What follows belongs to an exercise in optimizing a design on an open flow for small area and a short achievable clock period; a production flow would make more cautious choices.
RTL that was checked went through simulation tests only; none was proved equivalent to the original.
No activity file was given, so power comes from the tool's default toggle rates.

## tta16
module tta16 (
	input		cpu_clk_i,
	input		cpu_rst_i,
	output	reg		wb_cyc_o,
	output	reg	[1:0]	wb_stb_o,
	output	reg		wb_we_o,
	input			wb_ack_i,
	input			wb_rty_i,
	input			wb_err_i,
	output		[2:0]	wb_cti_o,
	output		[1:0]	wb_bte_o,
	output		[22:0]	wb_adr_o,
	output		[1:0]	wb_sel_o,
	output		[15:0]	wb_dat_o,
	input		[1:0]	wb_sel_i,
	input		[15:0]	wb_dat_i,
	output			imem_en_o,
	output	reg	[9:0]	imem_adr_o,
	input		[31:0]	imem_dat_i,
	output	reg	[1:0]	imem_we_o,
	output		[9:0]	imem_wadr_o,
	output	reg	[15:0]	imem_wdat_o
);
For scale: ~3400 cells after synthesis, about 140 I/O pins, about 34000 um^2 of cells after synthesis.
==> flow/config.mk <==
export PLATFORM = sky130hd
export DESIGN_NAME = tta16
export DESIGN_NICKNAME = tta16
export VERILOG_FILES = /design/flow/design.v
export SDC_FILE = /design/flow/constraint.sdc
export NUM_CORES = 4
export LEC_CHECK = 0
export ABC_AREA = 1
export CAP_MARGIN = 20
export CORE_MARGIN = 2
export CORE_UTILIZATION = 40
export PLACE_DENSITY = 0.6
export SETUP_SLACK_MARGIN = 4.5
export SLEW_MARGIN = 20
==> flow/constraint.sdc <==
create_clock -name core_clock -period 8.0 [get_ports {cpu_clk_i}]
set_input_delay 1.6000 -clock core_clock [delete_from_list [all_inputs] [get_ports {cpu_clk_i}]]
set_output_delay 1.6000 -clock core_clock [all_outputs]
set_load 0.01 [all_outputs]
standard.sh (not shown) runs the stock make flow with config.mk's settings and CLKGATE_MAP_FILE= SYNTH_SCRIPT=/design/flow/synth_recipe.tcl, a recipe that flattens the netlist after the stock synthesis.
==> flow/flow/run.sh <==
#!/bin/bash
# The standard layout, with faster port buffers (buf_4 in place of the
# delay-buffer cell buffer_ports picks by default), which the resizer may
# then size as usual.
set -euo pipefail
export BUFFER_PORTS_ARGS="-buffer_cell sky130_fd_sc_hd__buf_4"
bash standard.sh > standard.log 2>&1
The first run passed the timing, design-rule and antenna checks.
Change:
--- a/flow/design.v
+++ b/flow/design.v
@@ -508,13 +508,13 @@
 	input		[15:0]	wb_dat_i,
 	output			imem_en_o,
 	output	reg	[9:0]	imem_adr_o,
 	input		[31:0]	imem_dat_i,
 	output	reg	[1:0]	imem_we_o,
 	output		[9:0]	imem_wadr_o,
-	output	reg	[15:0]	imem_wdat_o
+	output		[15:0]	imem_wdat_o
 );
 reg		run;		 
 reg	[15:0]	rf[15:0];
 reg	[15:0]	t_reg0, t_reg1;
 reg	[9:0]	pc_prev;
 reg		t_bra;
@@ -553,12 +553,13 @@
 assign	wb_bte_o	= 2'b00;
 assign	wb_sel_o	= 2'b11;
 assign	wb_adr_o	= wb_adr;
 assign	wb_dat_o	= wb_dat;
 assign	imem_en_o	= run;
 assign	imem_wadr_o	= iadr;
+assign	imem_wdat_o	= t_com;
 wire	mem_op	= (f_dst_a == 3'd2 || f_dst_a == 3'd3);
 always @(posedge cpu_clk_i)
 	if (cpu_rst_i)		run	<= 1;
 	else if (wb_ack_i)	run	<= 1;
 	else if (mem_op)	run	<= 0;
 reg	[15:0]	rd0, rd1;
@@ -639,14 +640,12 @@
 wire	msr_n	= run ? (f_dst_c == 2'd3) : t_msr;
 wire	[2:0]	dc_n	= run ? data_c[2:0] : t_data_c[2:0];
 always @(posedge cpu_clk_i)
 	imem_we_o	<= {run_n && msr_n && dc_n == 3'd5,
 			    run_n && msr_n && dc_n == 3'd4};
 always @(posedge cpu_clk_i)
-	if (run && f_dst_c == 2'd3)	imem_wdat_o	<= com;
-always @(posedge cpu_clk_i)
 	if (run && t_reg)	rf[f_reg1]	<= t_data_c;
 always @(posedge cpu_clk_i)
 	if (cpu_rst_i)		x_bf	<= 0;
 	else if (run && t_sub)	{x_bf, x_diff}	<= {1'b0, t_com} - {1'b0, t_data_b};
 wire	[95:0]	mul_r;
 mul16_cs MUL (
After rerunning: Flip-flop and latch count goes down by 16; wire length goes up by 2.7%; power goes down by 2.8%; sequential power goes down by 4.4%; cell area goes down by 1.3%.
The RTL of the second run of this note was laid out without a check of its function.


== the baseline ==
Another version of the RTL of tta16 (not shown whole).
For scale: about 3400 cells after synthesis, about 140 I/O pins, about 36000 um^2 of cells after synthesis.
==> flow/config.mk <==
export PLATFORM = sky130hd
export DESIGN_NAME = tta16
export DESIGN_NICKNAME = tta16
export VERILOG_FILES = /design/flow/design.v
export SDC_FILE = /design/flow/constraint.sdc
export NUM_CORES = 4
export LEC_CHECK = 0
export ABC_CLOCK_PERIOD_IN_PS = 2000
export CAP_MARGIN = 20
export CORE_MARGIN = 2
export CORE_UTILIZATION = 40
export PLACE_DENSITY = 0.6
export SETUP_SLACK_MARGIN = 4.5
export SLEW_MARGIN = 20
==> flow/constraint.sdc <==
create_clock -name core_clock -period 8.0 [get_ports {cpu_clk_i}]
set_input_delay 1.6000 -clock core_clock [delete_from_list [all_inputs] [get_ports {cpu_clk_i}]]
set_output_delay 1.6000 -clock core_clock [all_outputs]
set_load 0.01 [all_outputs]
Scripts as last shown in full above: flow/flow/run.sh
What the candidate does differently from the baseline at the input level:
-- flow/design.v --
<<< the baseline, line 516
reg		run;		 
reg	[15:0]	rf[15:0];
reg	[3:0]	t_idx0, t_idx1;		 
reg		w_en;			 
reg	[3:0]	w_idx;
reg	[15:0]	w_data;
reg	[9:0]	pc_prev;
reg		t_bra;
>>> the candidate, line 516
reg		run;		 
reg	[15:0]	rf[15:0];
reg	[15:0]	t_reg0, t_reg1;
reg	[9:0]	pc_prev;
reg		t_bra;
<<< the baseline, line 565
	else if (wb_ack_i)	run	<= 1;
	else if (mem_op)	run	<= 0;
reg	[15:0]	t_reg0, t_reg1;
integer	k;
always @(*) begin
	t_reg0	= 16'd0;
	t_reg1	= 16'd0;
	for (k = 0; k < 16; k = k + 1) begin
		t_reg0	= t_reg0 | (rf[k] & {16{t_idx0 == k}});
		t_reg1	= t_reg1 | (rf[k] & {16{t_idx1 == k}});
	end
end
always @(posedge cpu_clk_i)
	if (run) begin
		if (w_en)	rf[w_idx]	<= w_data;
		w_en	<= t_reg;
		w_idx	<= f_reg1;
		w_data	<= t_data_c;
	end
reg	[15:0]	data_a, data_c, com;
always @(*) begin
>>> the candidate, line 562
	else if (wb_ack_i)	run	<= 1;
	else if (mem_op)	run	<= 0;
reg	[15:0]	rd0, rd1;
integer	k;
always @(*) begin
	rd0	= 16'd0;
	rd1	= 16'd0;
	for (k = 0; k < 16; k = k + 1) begin
		rd0	= rd0 | (rf[k] & {16{f_reg0 == k}});
		rd1	= rd1 | (rf[k] & {16{f_reg1 == k}});
	end
end
reg	[15:0]	data_a, data_c, com;
always @(*) begin
<<< the baseline, line 624
		t_mul	<= (f_dst_c == 2'd2);
		t_msr	<= (f_dst_c == 2'd3);
		t_idx0	<= f_reg0;
		t_idx1	<= f_reg1;
	end
always @(posedge cpu_clk_i) begin
>>> the candidate, line 614
		t_mul	<= (f_dst_c == 2'd2);
		t_msr	<= (f_dst_c == 2'd3);
		t_reg0	<= rd0;
		t_reg1	<= rd1;
	end
always @(posedge cpu_clk_i) begin
<<< the baseline, line 654
always @(posedge cpu_clk_i)
	if (run && f_dst_c == 2'd3)	imem_wdat_o	<= com;
always @(posedge cpu_clk_i)
	if (cpu_rst_i)		x_bf	<= 0;
>>> the candidate, line 644
always @(posedge cpu_clk_i)
	if (run && f_dst_c == 2'd3)	imem_wdat_o	<= com;
always @(posedge cpu_clk_i)
	if (run && t_reg)	rf[f_reg1]	<= t_data_c;
always @(posedge cpu_clk_i)
	if (cpu_rst_i)		x_bf	<= 0;
Notes after the runs:
- The candidate went all the way through synthesis, placement and routing and the layout is clean on timing, DRC and antenna.
- Sort the candidate and the baseline by leakage power total desc -> top: the baseline
- Delta(global-route wire length before repair, the candidate - the baseline) < 0
- Summary of the candidate over the baseline: total wire length after detailed routing went down 4700 um, multi-input combinational area share lower, number of endpoints with negative hold slack in the final report held, adder and majority cell fraction of the synthesized area grew by 0.32 points, synthesized area per cell increased by about 5.3% relative to the old numbers.
- [the candidate] synthesized cell count fell 6.7% relative to the baseline
- A end point of the critical path of rf[1][10] is what the candidate shows, while t_com[14] belongs to the baseline.
The RTL of the baseline was laid out without a check of its function.


## before
RTL: one of the versions met above, not the one the previous note started from.
For scale: roughly 3400 cells after synthesis, about 140 I/O pins, about 0.033 mm^2 of cells after synthesis.
clock: 8.0 ns
lec_check: 0
abc_area: 1
cap_margin: 20
core_margin: 2
core_utilization: 40
place_density: 0.6
setup_slack_margin: 4.5
slew_margin: 20
==> flow/flow/run.sh <==
#!/bin/bash
# The standard layout, with faster port buffers (buf_2 in place of the
# delay-buffer cell buffer_ports picks by default), which the resizer may
# then size as usual.
set -euo pipefail
export BUFFER_PORTS_ARGS="-buffer_cell sky130_fd_sc_hd__buf_2"
bash standard.sh > standard.log 2>&1
Setup changes, before to after
--- a/flow/design.v
+++ b/flow/design.v
@@ -503,27 +503,30 @@
 	output		[1:0]	wb_bte_o,
 	output		[22:0]	wb_adr_o,
 	output		[1:0]	wb_sel_o,
 	output		[15:0]	wb_dat_o,
 	input		[1:0]	wb_sel_i,
 	input		[15:0]	wb_dat_i,
 	output			imem_en_o,
 	output	reg	[9:0]	imem_adr_o,
 	input		[31:0]	imem_dat_i,
 	output	reg	[1:0]	imem_we_o,
 	output		[9:0]	imem_wadr_o,
-	output		[15:0]	imem_wdat_o
+	output	reg	[15:0]	imem_wdat_o
 );
 reg		run;		 
 reg	[15:0]	rf[15:0];
-reg	[15:0]	t_reg0, t_reg1;
+reg	[3:0]	t_idx0, t_idx1;		 
+reg		w_en;			 
+reg	[3:0]	w_idx;
+reg	[15:0]	w_data;
 reg	[9:0]	pc_prev;
 reg		t_bra;
 reg	[9:0]	iadr;
 reg	[6:0]	rseg, wseg;
 reg	[15:0]	t_data_a, t_data_b, t_data_c, t_com;
 reg		t_rad, t_wad;			 
 reg		t_sub, t_bits;			 
 reg	[1:0]	t_mode;				 
 reg		t_reg, t_mul, t_msr;		 
 reg		x_zf, x_bf;
 reg	[15:0]	x_diff, x_bits, x_mem;
@@ -548,38 +551,44 @@
 mul16_add MULADD (
 	.r	(x_prod),
 	.p	(prod)
 );
 assign	wb_cti_o	= 3'b000;
 assign	wb_bte_o	= 2'b00;
 assign	wb_sel_o	= 2'b11;
 assign	wb_adr_o	= wb_adr;
 assign	wb_dat_o	= wb_dat;
 assign	imem_en_o	= run;
 assign	imem_wadr_o	= iadr;
-assign	imem_wdat_o	= t_com;
 wire	mem_op	= (f_dst_a == 3'd2 || f_dst_a == 3'd3);
 always @(posedge cpu_clk_i)
 	if (cpu_rst_i)		run	<= 1;
 	else if (wb_ack_i)	run	<= 1;
 	else if (mem_op)	run	<= 0;
-reg	[15:0]	rd0, rd1;
+reg	[15:0]	t_reg0, t_reg1;
 integer	k;
 always @(*) begin
-	rd0	= 16'd0;
-	rd1	= 16'd0;
+	t_reg0	= 16'd0;
+	t_reg1	= 16'd0;
 	for (k = 0; k < 16; k = k + 1) begin
-		rd0	= rd0 | (rf[k] & {16{f_reg0 == k}});
-		rd1	= rd1 | (rf[k] & {16{f_reg1 == k}});
+		t_reg0	= t_reg0 | (rf[k] & {16{t_idx0 == k}});
+		t_reg1	= t_reg1 | (rf[k] & {16{t_idx1 == k}});
 	end
 end
+always @(posedge cpu_clk_i)
+	if (run) begin
+		if (w_en)	rf[w_idx]	<= w_data;
+		w_en	<= t_reg;
+		w_idx	<= f_reg1;
+		w_data	<= t_data_c;
+	end
 reg	[15:0]	data_a, data_c, com;
 always @(*) begin
 	case (f_src_a)
 	0:	data_a	= t_com;
 	1:	data_a	= f_limm;
 	2:	data_a	= t_reg0;
 	3:	data_a	= x_mem;
 	endcase
 	case (f_src_c)
 	0:	data_c	= t_com;
 	1:	data_c	= x_diff;
@@ -606,24 +615,24 @@
 		0:	t_data_b	<= t_com;
 		1:	t_data_b	<= f_immed;
 		2:	t_data_b	<= t_reg0;
 		3:	t_data_b	<= x_mem;
 		endcase
 		t_sub	<= (f_dst_b == 3'd1 || f_dst_b == 3'd2);
 		t_bits	<= (f_dst_b == 3'd3 || f_dst_b[2]);
 		t_mode	<= f_dst_b[1:0];
 		t_reg	<= (f_dst_c == 2'd1);
 		t_mul	<= (f_dst_c == 2'd2);
 		t_msr	<= (f_dst_c == 2'd3);
-		t_reg0	<= rd0;
-		t_reg1	<= rd1;
+		t_idx0	<= f_reg0;
+		t_idx1	<= f_reg1;
 	end
 always @(posedge cpu_clk_i) begin
 	t_rad	<= run & (f_dst_a == 3'd2);
 	t_wad	<= run & (f_dst_a == 3'd3);
 end
 wire	jmp	= (f_dst_a == 3'd1) ||
 		  (f_dst_a == 3'd5 && !x_bf) ||
 		  (f_dst_a == 3'd4 && x_bf) ||
 		  (f_dst_a == 3'd7 && !x_zf) ||
 		  (f_dst_a == 3'd6 && x_zf);
 wire	bra	= !t_bra && jmp;
@@ -635,23 +644,23 @@
 	else if (run)		pc_prev	<= pc;
 always @(posedge cpu_clk_i)
 	if (cpu_rst_i)		imem_adr_o	<= 10'd2;
 	else if (run)		imem_adr_o	<= bra ? data_a[9:0] : {pc[8:1], pc[0]^pc[3], pc[9]};
 wire	run_n	= cpu_rst_i || wb_ack_i || (run && !mem_op);
 wire	msr_n	= run ? (f_dst_c == 2'd3) : t_msr;
 wire	[2:0]	dc_n	= run ? data_c[2:0] : t_data_c[2:0];
 always @(posedge cpu_clk_i)
 	imem_we_o	<= {run_n && msr_n && dc_n == 3'd5,
 			    run_n && msr_n && dc_n == 3'd4};
 always @(posedge cpu_clk_i)
-	if (run && t_reg)	rf[f_reg1]	<= t_data_c;
+	if (run && f_dst_c == 2'd3)	imem_wdat_o	<= com;
 always @(posedge cpu_clk_i)
 	if (cpu_rst_i)		x_bf	<= 0;
 	else if (run && t_sub)	{x_bf, x_diff}	<= {1'b0, t_com} - {1'b0, t_data_b};
 wire	[95:0]	mul_r;
 mul16_cs MUL (
 	.a	(t_data_c),
 	.b	(t_com),
 	.r	(mul_r)
 );
 always @(posedge cpu_clk_i)
 	if (run && t_mul)	x_prod	<= mul_r;
==> run notes <==
- Summary of after over before: worst-margin pin slew +0.051 ns; total instance count after detailed placement +2.2%; utilization grew by 0.25 points; clock skew higher; routed wire length saw an increase.
- Comparing before and after, the lower area overhead of the layout relative to synthesis is on before.
- | final clock period utilization by the worst path | after vs before | 0.39 points lower |
- t_com[1]$_DFFE_PP_ as the capturing element of the worst setup path was reported by after, and t_reg1[15]$_DFFE_PP_ by before.
No functional check of the RTL was part of any run of this note.


run a:
tta16 with an RTL version that a note above also has.
For scale: ~600 flip-flops, about 140 I/O pins, roughly 36,000 um2 of cells after synthesis.
==> flow/config.mk <==
export PLATFORM = sky130hd
export DESIGN_NAME = tta16
export DESIGN_NICKNAME = tta16
export VERILOG_FILES = /design/flow/design.v
export SDC_FILE = /design/flow/constraint.sdc
export NUM_CORES = 4
export LEC_CHECK = 0
export ABC_CLOCK_PERIOD_IN_PS = 3500
export CAP_MARGIN = 20
export CORE_MARGIN = 2
export CORE_UTILIZATION = 40
export PLACE_DENSITY = 0.6
export SETUP_SLACK_MARGIN = 4.5
export SLEW_MARGIN = 20
==> flow/constraint.sdc <==
create_clock -name core_clock -period 8.0 [get_ports {cpu_clk_i}]
set_input_delay 1.6000 -clock core_clock [delete_from_list [all_inputs] [get_ports {cpu_clk_i}]]
set_output_delay 1.6000 -clock core_clock [all_outputs]
set_load 0.01 [all_outputs]
==> flow/flow/run.sh <==
#!/bin/bash
# The standard layout, with faster port buffers (buf_4 in place of the
# delay-buffer cell buffer_ports picks by default), which the resizer may
# then size as usual.
set -euo pipefail
export BUFFER_PORTS_ARGS="-buffer_cell sky130_fd_sc_hd__buf_4"
bash standard.sh > standard.log 2>&1
Run a completed; timing, DRC and antenna clean
### run a -> run b
-- flow/design.v --
<<< run a, line 516
reg		run;		 
reg	[15:0]	rf[15:0];
reg	[3:0]	t_idx0, t_idx1;		 
reg		w_en;			 
reg	[3:0]	w_idx;
reg	[15:0]	w_data;
reg	[9:0]	pc_prev;
reg		t_bra;
>>> run b, line 516
reg		run;		 
reg	[15:0]	rf[15:0];
reg	[15:0]	t_reg0, t_reg1;
reg	[9:0]	pc_prev;
reg		t_bra;
<<< run a, line 565
	else if (wb_ack_i)	run	<= 1;
	else if (mem_op)	run	<= 0;
reg	[15:0]	t_reg0, t_reg1;
integer	k;
always @(*) begin
	t_reg0	= 16'd0;
	t_reg1	= 16'd0;
	for (k = 0; k < 16; k = k + 1) begin
		t_reg0	= t_reg0 | (rf[k] & {16{t_idx0 == k}});
		t_reg1	= t_reg1 | (rf[k] & {16{t_idx1 == k}});
	end
end
always @(posedge cpu_clk_i)
	if (run) begin
		if (w_en)	rf[w_idx]	<= w_data;
		w_en	<= t_reg;
		w_idx	<= f_reg1;
		w_data	<= t_data_c;
	end
reg	[15:0]	data_a, data_c, com;
always @(*) begin
>>> run b, line 562
	else if (wb_ack_i)	run	<= 1;
	else if (mem_op)	run	<= 0;
reg	[15:0]	rd0, rd1;
integer	k;
always @(*) begin
	rd0	= 16'd0;
	rd1	= 16'd0;
	for (k = 0; k < 16; k = k + 1) begin
		rd0	= rd0 | (rf[k] & {16{f_reg0 == k}});
		rd1	= rd1 | (rf[k] & {16{f_reg1 == k}});
	end
end
reg	[15:0]	data_a, data_c, com;
always @(*) begin
<<< run a, line 624
		t_mul	<= (f_dst_c == 2'd2);
		t_msr	<= (f_dst_c == 2'd3);
		t_idx0	<= f_reg0;
		t_idx1	<= f_reg1;
	end
always @(posedge cpu_clk_i) begin
>>> run b, line 614
		t_mul	<= (f_dst_c == 2'd2);
		t_msr	<= (f_dst_c == 2'd3);
		t_reg0	<= rd0;
		t_reg1	<= rd1;
	end
always @(posedge cpu_clk_i) begin
<<< run a, line 655
	if (run && f_dst_c == 2'd3)	imem_wdat_o	<= com;
always @(posedge cpu_clk_i)
	if (cpu_rst_i)		x_bf	<= 0;
	else if (run && t_sub)	{x_bf, x_diff}	<= {1'b0, t_com} - {1'b0, t_data_b};
wire	[95:0]	mul_r;
mul16_cs MUL (
	.a	(t_data_c),
	.b	(t_com),
	.r	(mul_r)
);
>>> run b, line 645
	if (run && f_dst_c == 2'd3)	imem_wdat_o	<= com;
always @(posedge cpu_clk_i)
	if (run && t_reg)	rf[f_reg1]	<= t_data_c;
always @(posedge cpu_clk_i)
	if (cpu_rst_i)		x_bf	<= 0;
	else if (run && t_sub)	{x_bf, x_diff}	<= {1'b0, t_com} - {1'b0, t_data_b};
reg	[15:0]	mul_a, mul_b;
always @(posedge cpu_clk_i)
	if (run && f_dst_c == 2'd2) begin
		mul_a	<= data_c;
		mul_b	<= com;
	end
wire	[95:0]	mul_r;
mul16_cs MUL (
	.a	(mul_a),
	.b	(mul_b),
	.r	(mul_r)
);
### Flow results
Compared with run a, run b shows a maximum number of pins on one net before global-route repair that is about 10% lower. Source of the critical timing path = mul_b[1]: run b; source of the critical timing path = x_prod[69]: run a. Looking at number of instances in the synthesized netlist, run b sits 187 below run a. Compared with run a, run b ends up with less cell area. The lower setup slack after layout of run a and run b is in run a. Compared with run a, run b improves final total power. Cmp run a and run b / effective utilization at floorplan / lower: run b. Sort run a and run b by post-synthesis mux area share, descending, and run b comes first. Looking at wire length of the first global-routing pass, run b sits 5.1% below run a. Compare run a and run b | clock-buffer cell count lower: run b. Maximum frequency sits higher in run b than in run a. Comparing run a against run b, there is no change at all in number of detailed-route iterations in the first pass. Via count: higher on run a.
No functional check of the RTL was part of any run of this note.

==> afterwards: timing with drivers on the ports <==
In the flow no input, the clock included, has a driving cell. The finished layouts below were timed again as built, in two steps.
Step 1: set_driving_cell puts a clkbuf_16 on cpu_clk_i and a buf_2 on each other input, an assumption about the parent block.
Step 2 also shifts input and output timing later by t, the mid clock arrival at the registers, as if the neighbouring blocks saw the same clock.
a / b / c = ideal / step 1 / step 2; a / b = the first two.
| run | shift t [ns] | setup slack, ns | worst setup path after step 2 | pins driven straight from the clock port |
|---|---|---|---|---|
| the first run of note 1 | 0.688 | 4.576 / 4.576 / 3.928 | input to register | 1 |
| the second run of note 1 | 0.679 | 4.467 / 4.508 / 3.829 | input to register | 1 |
| the baseline | 0.688 | 4.352 / 4.352 / 3.915 | input to register | 1 |
| the candidate | 0.701 | 4.566 / 4.570 / 3.907 | input to register | 1 |
| before | 0.685 | 4.430 / 4.474 / 3.789 | input to register | 1 |
| after | 0.684 | 4.461 / 4.498 / 3.817 | input to register | 1 |
| run a | 0.688 | 4.352 / 4.352 / 3.915 | input to register | 1 |
| run b | 0.684 | 4.419 / 4.419 / 3.818 | input to register | 1 |
After both steps every run listed still meets setup and hold. The setup slack of the candidate, which loses most, moves by +0.004 ns with the drivers and by -0.659 ns with both steps.
